From an optimization exercise on the open Yosys and OpenROAD flow, aimed at small area and a short achievable clock period; shortcuts taken in it are not production practice. The RTL was checked by simulation tests, not by an equivalence proof against the original design.

Design MAC_25, start of the top module:
module MAC_25(
    input         sys_clk,
    input         sys_en,
    input         rst_n,
    input  [7:0]  data_in_a,
    input         sign_data_in_a,
    input  [7:0]  data_in_b,
    output [15:0] mul_output,
    output [24:0] mac_output
);
    wire [64:0] pp;
    wire [15:0] ra, rb, prod;
    wire [24:0] acc_next;
    reg  [24:0] acc;
    mac_pp u_pp(.data_in_a(data_in_a), .sign_data_in_a(sign_data_in_a), .data_in_b(data_in_b), .pp(pp));
    mac_tree u_tree(.pp(pp), .ra(ra), .rb(rb));
    mac_cpa u_cpa(.ra(ra), .rb(rb), .prod(prod));
    mac_acc u_acc(.sys_en(sys_en), .acc(acc), .prod(prod), .acc_next(acc_next));
    assign mul_output = prod;
    always @(posedge sys_clk or negedge rst_n) begin
        if (!rst_n)
            acc <= 25'd0;
        else
            acc <= acc_next;
    end
    assign mac_output = acc;
endmodule
For scale: ~25 flip-flops, roughly 61 I/O pins, ~0.0034 mm^2 of cells after synthesis.
clock: 12.0 ns
lec_check: 0
cap_margin: 20
core_margin: 2
core_utilization: 40
setup_slack_margin: 3.25
slew_margin: 20
tns_end_percent: 1
standard.sh (not shown) runs the stock make flow with config.mk's settings and CLKGATE_MAP_FILE= SYNTH_SCRIPT=/design/flow/synth_recipe.tcl, a recipe that flattens the netlist after the stock synthesis.
==> flow/flow/run.sh <==
#!/bin/bash
set -euo pipefail
sed 's/yosys synth -nofsm -noshare/yosys synth -nofsm -noshare -noabc/' synth_recipe.tcl > my_synth.tcl
bash standard.sh "SYNTH_SCRIPT=$PWD/my_synth.tcl" "BUFFER_PORTS_ARGS=-buffer_cell sky130_fd_sc_hd__buf_1" finish > standard.log 2>&1
Change:
==> flow/flow/run.sh (replaced) <==
#!/bin/bash
set -euo pipefail
HERE=$PWD
sed -e 's#^source \$::env(SCRIPTS_DIR)/synth_preamble.tcl#source $::env(SCRIPTS_DIR)/synth_preamble.tcl\nset abc_args [lreplace $abc_args 1 1 '"$HERE"'/flow/abc.script]#' \
    "$FLOW_HOME/scripts/synth.tcl" > my_synth_core.tcl
sed -e 's/yosys synth -nofsm -noshare/yosys synth -nofsm -noshare -noabc/' \
    -e 's#^source \$::env(SCRIPTS_DIR)/synth.tcl#source '"$HERE"'/my_synth_core.tcl#' synth_recipe.tcl > my_synth.tcl
bash standard.sh "SYNTH_SCRIPT=$HERE/my_synth.tcl" "BUFFER_PORTS_ARGS=-buffer_cell sky130_fd_sc_hd__buf_1" "SETUP_MOVE_SEQUENCE=unbuffer,sizeup,swap" finish > standard.log 2>&1
==> flow/flow/abc.script (new file) <==
&get -n
&st
&dch
&nf
&st
&syn2
&synch2
&nf
&st
&syn2
&synch2
&nf
&st
&syn2
&synch2
&nf
&st
&syn2
&synch2
&nf
&st
&syn2
&synch2
&nf
&put
buffer -c
topo
stime -c
upsize -c
dnsize -c
SETUP_SLACK_MARGIN = 3.0   (was 3.25)
TNS_END_PERCENT = unset   (was 1)
What happened: Critical path depth goes up by 4. Routed wire length is lower by 14%. Worst setup slack loses 0.37 ns. Count of clock-buffer cells in the layout stays the same.
Change:
==> flow/flow/run.sh (replaced) <==
#!/bin/bash
set -euo pipefail
sed 's/yosys synth -nofsm -noshare/yosys synth -nofsm -noshare -noabc/' synth_recipe.tcl > my_synth.tcl
bash standard.sh "SYNTH_SCRIPT=$PWD/my_synth.tcl" "BUFFER_PORTS_ARGS=-buffer_cell sky130_fd_sc_hd__buf_1" finish > standard.log 2>&1
SETUP_SLACK_MARGIN = 3.5   (was 3.0)
TNS_END_PERCENT = 5   (was unset)
removed: flow/flow/abc.script
Result:
- The changed run finished clean
- register-to-register slack is better by 0.97 ns
- count of clock-buffer cells in the layout does not change
- design area increases by a few percent
- area after synthesis increases by a few percent
- via count increases by roughly a tenth
- setup slack is better by 0.46 ns
- final cell count increases by a few percent
- sequential cell count stays the same
Change:
==> flow/flow/run.sh (replaced) <==
#!/bin/bash
set -euo pipefail
HERE=$PWD
sed -e 's#^source \$::env(SCRIPTS_DIR)/synth_preamble.tcl#source $::env(SCRIPTS_DIR)/synth_preamble.tcl\nset abc_args [lreplace $abc_args 1 1 '"$HERE"'/flow/abc.script]#' \
    "$FLOW_HOME/scripts/synth.tcl" > my_synth_core.tcl
sed -e 's/yosys synth -nofsm -noshare/yosys synth -nofsm -noshare -noabc/' \
    -e 's#^source \$::env(SCRIPTS_DIR)/synth.tcl#source '"$HERE"'/my_synth_core.tcl#' synth_recipe.tcl > my_synth.tcl
bash standard.sh "SYNTH_SCRIPT=$HERE/my_synth.tcl" "BUFFER_PORTS_ARGS=-buffer_cell sky130_fd_sc_hd__buf_1" finish > standard.log 2>&1
==> flow/flow/abc.script (new file) <==
&get -n
&st
&dch
&nf
&st
&syn2
&synch2
&nf
&st
&syn2
&synch2
&nf
&st
&syn2
&synch2
&nf
&st
&syn2
&synch2
&nf
&st
&syn2
&synch2
&nf
&put
buffer -c
topo
stime -c
upsize -c
dnsize -c
SETUP_SLACK_MARGIN = 2.5   (was 3.5)
TNS_END_PERCENT = unset   (was 5)
What happened: The new run produced a clean layout; design area goes down by roughly a tenth; worst setup slack got worse by 0.71 ns; via count is lower by roughly a tenth; die area drops by a few percent; count of clock-buffer cells in the layout falls by 1; wire length decreases by roughly a tenth.

========
== alpha ==
Another version of the RTL of MAC_25 (not shown whole).
Size: about 320 cells after synthesis, about 25 flip-flops, about 61 I/O pins.
Settings: LEC_CHECK=0, CAP_MARGIN=20, CORE_MARGIN=2, CORE_UTILIZATION=40, CTS_BUF_LIST=sky130_fd_sc_hd__clkbuf_16, CTS_CLUSTER_DIAMETER=200, CTS_CLUSTER_SIZE=30, SETUP_SLACK_MARGIN=2.5, SLEW_MARGIN=20; clock period 12.0 ns.
==> flow/flow/run.sh <==
#!/bin/bash
set -euo pipefail
sed 's/yosys synth -nofsm -noshare/yosys synth -nofsm -noshare -noabc/' synth_recipe.tcl > my_synth.tcl
bash standard.sh "SYNTH_SCRIPT=$PWD/my_synth.tcl" "BUFFER_PORTS_ARGS=-buffer_cell sky130_fd_sc_hd__buf_1" finish > standard.log 2>&1
alpha was carried through to the last stage, and its layout satisfied the timing, design-rule and antenna checks.
Here is what was changed in the inputs of beta compared with alpha.
==> flow/flow/run.sh <==
#!/bin/bash
set -euo pipefail
bash standard.sh "BUFFER_PORTS_ARGS=-buffer_cell sky130_fd_sc_hd__buf_1" finish > standard.log 2>&1
diff --git a/flow/config.mk b/flow/config.mk
--- a/flow/config.mk
+++ b/flow/config.mk
@@ -10,6 +10,5 @@
 export CORE_UTILIZATION = 40
-export CTS_BUF_LIST = sky130_fd_sc_hd__clkbuf_16
-export CTS_CLUSTER_DIAMETER = 200
-export CTS_CLUSTER_SIZE = 30
-export SETUP_SLACK_MARGIN = 2.5
+export SETUP_SLACK_MARGIN = 3
 export SLEW_MARGIN = 20
+export SYNTH_HIERARCHICAL = 1
+export SYNTH_MINIMUM_KEEP_SIZE = 0
## What came out
Per the final summary, beta finished and its layout is clean on timing, DRC and antenna.
Ratio of final minimum period to clock period delta for beta relative to alpha: 3.0 points lower
beta vs. alpha: part of the Yosys area used for sequential elements has decreased; area growth from synthesis to layout has decreased; fraction of final layout cells sized beyond drive strength 1 has increased; final worst slack has increased.
Higher adder-cell share of the synthesized area was reported by alpha, not beta.
beta ended up with inv_1 as its leading cell type in the layout, fill and taps excluded; alpha ended up with and2_1.
Across both runs, wire length was higher for beta than for alpha.
Modified inputs, gamma compared to beta
==> flow/flow/run.sh <==
#!/bin/bash
set -euo pipefail
sed 's/yosys synth -nofsm -noshare/yosys synth -nofsm -noshare -noabc/' synth_recipe.tcl > my_synth.tcl
bash standard.sh "SYNTH_SCRIPT=$PWD/my_synth.tcl" "BUFFER_PORTS_ARGS=-buffer_cell sky130_fd_sc_hd__buf_1" finish > standard.log 2>&1
diff --git a/flow/config.mk b/flow/config.mk
--- a/flow/config.mk
+++ b/flow/config.mk
@@ -10,5 +10,3 @@
 export CORE_UTILIZATION = 40
-export SETUP_SLACK_MARGIN = 3
+export SETUP_SLACK_MARGIN = 3.5
 export SLEW_MARGIN = 20
-export SYNTH_HIERARCHICAL = 1
-export SYNTH_MINIMUM_KEEP_SIZE = 0
--- outcome ---
The placed wire-length estimate after detailed placement of gamma is lower than that of beta.
Delta (gamma minus beta): final standard cell area without fillers dropped 230 sq um, global-route wire length before repair shrank by 20%, routed wire length moved down.
beta -> gamma: placer's final routability congestion estimate decreased by a few percent

re-timing with driven ports:
The flow's constraints put no driver on any port. The routed layouts listed below were extracted and timed again, unchanged, in two steps. Step 1: set_driving_cell puts a clkbuf_16 on sys_clk and a buf_2 on each other input, an assumption about the parent block. Step 2 also shifts input and output timing later by t, the mid clock arrival at the registers, as if the neighbouring blocks saw the same clock. Slacks: ideal ports / drivers / drivers and shift; pairs: ideal ports / drivers.
| run | t (ns) | slack for setup (ns) | hold WS [ns] | clock arrival spread, ns | pins driven straight from the clock port |
|---|---|---|---|---|---|
| the first run of note 1 | 0.289 | 3.314 / 3.261 / 3.179 | 0.478 / 0.478 / 0.478 | 0.003 / 0.003 | 1 |
| the second run of note 1 | 0.289 | 2.946 / 2.873 / 2.873 | 0.475 / 0.475 / 0.475 | 0.003 / 0.004 | 1 |
| the third run of note 1 | 0.292 | 3.404 / 3.358 / 3.337 | 0.478 / 0.478 / 0.478 | 0.006 / 0.006 | 1 |
| the fourth run of note 1 | 0.290 | 2.692 / 2.653 / 2.653 | 0.480 / 0.480 / 0.480 | 0.005 / 0.005 | 1 |
| alpha | 0.289 | 2.747 / 2.722 / 2.610 | 0.473 / 0.473 / 0.473 | 0.002 / 0.003 | 1 |
| beta | 0.291 | 3.110 / 3.064 / 3.064 | 0.470 / 0.470 / 0.470 | 0.004 / 0.004 | 1 |
| gamma | 0.301 | 3.239 / 3.179 / 3.024 | 0.479 / 0.479 / 0.479 | 0.007 / 0.007 | 1 |
After both steps every run listed still meets setup and hold. The setup slack of gamma, which loses most, moves by -0.060 ns with the drivers and by -0.215 ns with both steps.
